This is an optimization exercise on Yosys and OpenROAD, whose aim is small area and a short achievable clock period, not a production implementation.
Function was checked by simulation only, so behaviour that the tests miss may differ from the original.
Power is estimated from default activity; no workload was simulated.

==> flow/design.v <==
`timescale 1ns / 1ps
module Main(
    input clk,
    input [7:0] instruction,
    input reset,
    output [7:0] ReadAddress,
    output [6:0] seg_ten,
    output [6:0] seg_one,
    output led
    );
  wire [1:0] op = instruction[7:6];
  wire [1:0] rs = instruction[5:4];
  wire [1:0] rt = instruction[3:2];
  wire [1:0] x  = instruction[1:0];
  wire [7:0] imm = {{7{x[1]}}, x[0]};
  wire is_add  = (op == 2'b00);
  wire is_lw   = (op == 2'b01);
  wire is_sw   = (op == 2'b10);
  wire is_jump = (op == 2'b11);
  wire [3:0] rsd = {rs == 2'd3, rs == 2'd2, rs == 2'd1, rs == 2'd0};
  wire [3:0] rtd = {rt == 2'd3, rt == 2'd2, rt == 2'd1, rt == 2'd0};
  wire [3:0] rsd_alu = rsd & {4{~is_lw}};
  wire b_en = is_add | is_jump;
  wire [3:0] xd  = {x == 2'd3, x == 2'd2, x == 2'd1, x == 2'd0};
  wire [3:0] xd_lw = xd & {4{is_lw}};
  wire [3:0] xd_sw = xd & {4{is_sw}};
  reg [7:0] R0, R1, R2, R3;
  wire [7:0] A, B, B2, BI, HA;
  wire [3:0] LA;
  genvar b, i, g;
  generate
    for (b = 0; b < 8; b = b + 1) begin : rdport
      cpu_ao4 ua (.s(rsd_alu), .d({R3[b], R2[b], R1[b], R0[b]}), .y(A[b]));
      cpu_ao4 ub (.s(rtd), .d({R3[b], R2[b], R1[b], R0[b]}), .y(B[b]));
      cpu_ao4 ub2 (.s(rtd), .d({R3[b], R2[b], R1[b], R0[b]}), .y(B2[b]));
      cpu_a21o ubi (.a1(B2[b]), .a2(b_en), .b1(is_sw & imm[b]), .x(BI[b]));
      cpu_ao4 uh (.s(rsd), .d({R3[4:2] == b, R2[4:2] == b, R1[4:2] == b, R0[4:2] == b}), .y(HA[b]));
    end
    for (b = 0; b < 4; b = b + 1) begin : rdlo
      cpu_ao4 ul (.s(rsd), .d({R3[1:0] == b, R2[1:0] == b, R1[1:0] == b, R0[1:0] == b}), .y(LA[b]));
    end
  endgenerate
  wire [7:0] sum;
  cpu_add8 u_add (.a(A), .b(BI), .s(sum));
  wire [3:0] lo_rd [0:3];
  wire [3:0] lo_wr;
  generate
    for (b = 0; b < 4; b = b + 1) begin : lsel
      for (g = 0; g < 4; g = g + 1) begin : cp
        cpu_ao4 ur (.s(xd_lw), .d({LA[(b + 1) % 4], LA[(b + 2) % 4], LA[(b + 3) % 4], LA[b]}), .y(lo_rd[g][b]));
      end
      cpu_ao4 uw (.s(xd_sw), .d({LA[(b + 1) % 4], LA[(b + 2) % 4], LA[(b + 3) % 4], LA[b]}), .y(lo_wr[b]));
    end
  endgenerate
  wire c2, c2_a, c2_b;
  cpu_aoi22 u_c2a (.a1(x == 2'd3), .a2(LA[1]), .b1(x[1]), .b2(LA[2]), .y(c2_a));
  cpu_nand2 u_c2b (.a(x != 2'd0), .b(LA[3]), .y(c2_b));
  cpu_nand2 u_c2 (.a(c2_a), .b(c2_b), .y(c2));
  wire [7:0] hc0 = x[1] ? {HA[0], HA[7:1]} : HA;
  wire [7:0] hc1 = x[1] ? HA : {HA[6:0], HA[7]};
  wire [7:0] hi;
  generate
    for (b = 0; b < 8; b = b + 1) begin : hsel
      cpu_mux2 u (.s(c2), .a(hc0[b]), .b(hc1[b]), .y(hi[b]));
    end
  endgenerate
  reg [7:0] M [0:31];
  wire [7:0] alu_nlw = sum;
  wire [7:0] W, Wr;
  generate
    for (b = 0; b < 8; b = b + 1) begin : rdmem
      wire [7:0] grp;
      for (g = 0; g < 8; g = g + 1) begin : gr
        cpu_ao4 u (.s(lo_rd[b / 2]), .d({M[4*g+3][b], M[4*g+2][b], M[4*g+1][b], M[4*g][b]}), .y(grp[g]));
      end
      wire [3:0] t;
      cpu_aoi22 u0 (.a1(hi[0]), .a2(grp[0]), .b1(hi[1]), .b2(grp[1]), .y(t[0]));
      cpu_aoi22 u1 (.a1(hi[2]), .a2(grp[2]), .b1(hi[3]), .b2(grp[3]), .y(t[1]));
      cpu_aoi22 u2 (.a1(hi[4]), .a2(grp[4]), .b1(hi[5]), .b2(grp[5]), .y(t[2]));
      cpu_aoi221 u3 (.a1(hi[6]), .a2(grp[6]), .b1(hi[7]), .b2(grp[7]), .c(alu_nlw[b]), .y(t[3]));
      cpu_nand4 us (.a(t[0]), .b(t[1]), .c(t[2]), .d(t[3]), .y(W[b]));
      cpu_nand4r ur (.a(t[0]), .b(t[1]), .c(t[2]), .d(t[3]), .y(Wr[b]));
    end
  endgenerate
  wire [3:0] rwe;
  assign rwe[0] = (is_add & (x == 2'd0)) | (is_lw & (rt == 2'd0));
  assign rwe[1] = (is_add & (x == 2'd1)) | (is_lw & (rt == 2'd1));
  assign rwe[2] = (is_add & (x == 2'd2)) | (is_lw & (rt == 2'd2));
  assign rwe[3] = (is_add & (x == 2'd3)) | (is_lw & (rt == 2'd3));
  always @(posedge clk or posedge reset) begin
    if (reset) begin
      R0 <= 8'd0; R1 <= 8'd0; R2 <= 8'd0; R3 <= 8'd0;
    end else begin
      if (rwe[0]) R0 <= Wr;
      if (rwe[1]) R1 <= Wr;
      if (rwe[2]) R2 <= Wr;
      if (rwe[3]) R3 <= Wr;
    end
  end
  generate
    for (i = 0; i < 32; i = i + 1) begin : mw
      always @(posedge clk or posedge reset)
        if (reset) M[i] <= (i <= 16) ? (i % 16) : (272 - i);
        else if (hi[i / 4] & lo_wr[i % 4]) M[i] <= B;
    end
  endgenerate
  reg [7:0] PC;
  always @(posedge clk or posedge reset) begin
    if (reset) PC <= 8'd0;
    else PC <= PC + 8'd1 + (is_jump ? imm : 8'd0);
  end
  assign ReadAddress = PC;
  assign led = reset;
  cpu_seg7 u_ten (.v(W[7:4]), .seg(seg_ten));
  cpu_seg7 u_one (.v(W[3:0]), .seg(seg_one));
endmodule
module cpu_ao4(input [3:0] s, input [3:0] d, output y);
  assign y = |(s & d);
endmodule
module cpu_ao4p1(input [3:0] s, input [3:0] d, input e, output y);
  wire t0, t1;
  cpu_aoi22 u0 (.a1(s[0]), .a2(d[0]), .b1(s[1]), .b2(d[1]), .y(t0));
  cpu_aoi221 u1 (.a1(s[2]), .a2(d[2]), .b1(s[3]), .b2(d[3]), .c(e), .y(t1));
  cpu_nand2 u2 (.a(t0), .b(t1), .y(y));
endmodule
module cpu_add8(input [7:0] a, input [7:0] b, output [7:0] s);
  assign s = a + b;
endmodule
module cpu_a21o(input a1, input a2, input b1, output x);
  assign x = (a1 & a2) | b1;
endmodule
module cpu_aoi221(input a1, input a2, input b1, input b2, input c, output y);
  assign y = ~((a1 & a2) | (b1 & b2) | c);
endmodule
module cpu_nand4(input a, input b, input c, input d, output y);
  assign y = ~(a & b & c & d);
endmodule
module cpu_nand4r(input a, input b, input c, input d, output y);
  assign y = ~(a & b & c & d);
endmodule
module cpu_aoi22(input a1, input a2, input b1, input b2, output y);
  assign y = ~((a1 & a2) | (b1 & b2));
endmodule
module cpu_nand2(input a, input b, output y);
  assign y = ~(a & b);
endmodule
module cpu_mux2(input s, input a, input b, output y);
  assign y = s ? b : a;
endmodule
module cpu_seg7(input [3:0] v, output reg [6:0] seg);
  always @* begin
    case (v)
      4'h0: seg = 7'b0111111;
      4'h1: seg = 7'b0000110;
      4'h2: seg = 7'b1011011;
      4'h3: seg = 7'b1001111;
      4'h4: seg = 7'b1100110;
      4'h5: seg = 7'b1101101;
      4'h6: seg = 7'b1111101;
      4'h7: seg = 7'b0000111;
      4'h8: seg = 7'b1111111;
      4'h9: seg = 7'b1101111;
      4'hA: seg = 7'b1110111;
      4'hB: seg = 7'b1011110;
      4'hC: seg = 7'b0111001;
      4'hD: seg = 7'b1001110;
      4'hE: seg = 7'b1111001;
      default: seg = 7'b1110001;
    endcase
  end
endmodule
export LEC_CHECK = 0
export CAP_MARGIN = 0
export CORE_MARGIN = 2
export CORE_UTILIZATION = 55
export CTS_BUF_LIST = sky130_fd_sc_hd__clkbuf_8
export CTS_CLUSTER_DIAMETER = 100
export CTS_CLUSTER_SIZE = 12
export SETUP_SLACK_MARGIN = 2.3
export SLEW_MARGIN = 0
export SYNTH_HIERARCHICAL = 1
export TNS_END_PERCENT = 0
create_clock -name core_clock -period 9.0 [get_ports {clk}]
run.sh (not shown) runs the stock make flow with config.mk's settings and CLKGATE_MAP_FILE= SYNTH_SCRIPT=/design/flow/synth_recipe.tcl, a recipe that flattens the netlist after the stock synthesis.
Next try:
--- a/flow/config.mk
+++ b/flow/config.mk
@@ -7,3 +7,3 @@
 export LEC_CHECK = 0
-export CAP_MARGIN = 0
+export CAP_MARGIN = 20
 export CORE_MARGIN = 2
@@ -13,4 +13,4 @@
 export CTS_CLUSTER_SIZE = 12
-export SETUP_SLACK_MARGIN = 2.3
-export SLEW_MARGIN = 0
+export SETUP_SLACK_MARGIN = 1.6
+export SLEW_MARGIN = 20
 export SYNTH_HIERARCHICAL = 1
What happened: Routed wire length goes down by about 4%; global-route usage shrinks by 0.90 points; power goes down by about 4.4%.

## static timing again, ports no longer ideal
The flow's constraints put no driver on any port. The routed layouts listed below were extracted and timed again, unchanged, in two steps.
Step 1 (the two cells are an assumption about what drives the block):
set clk [get_ports {clk}]
set_driving_cell -lib_cell sky130_fd_sc_hd__clkbuf_16 $clk
set_driving_cell -lib_cell sky130_fd_sc_hd__buf_2 [delete_from_list [all_inputs] $clk]
Step 2 also shifts input and output timing later by t, the mid clock arrival at the registers, as if the neighbouring blocks saw the same clock.
Slacks: ideal ports / drivers / drivers and shift; pairs: ideal ports / drivers.
run	shift t [ns]	setup WS [ns]	latest minus earliest clock arrival (ns)	slew at the worst register clock pin (ns)
the first run	0.640	2.297 / 2.266 / 2.266	0.051 / 0.052	0.10 / 0.10
the second run	0.637	1.581 / 1.562 / 1.562	0.050 / 0.050	0.10 / 0.10
After both steps every run listed still meets setup and hold. For the first run, which loses most, drivers alone change the setup slack by -0.031 ns; drivers and shift together by -0.031 ns.
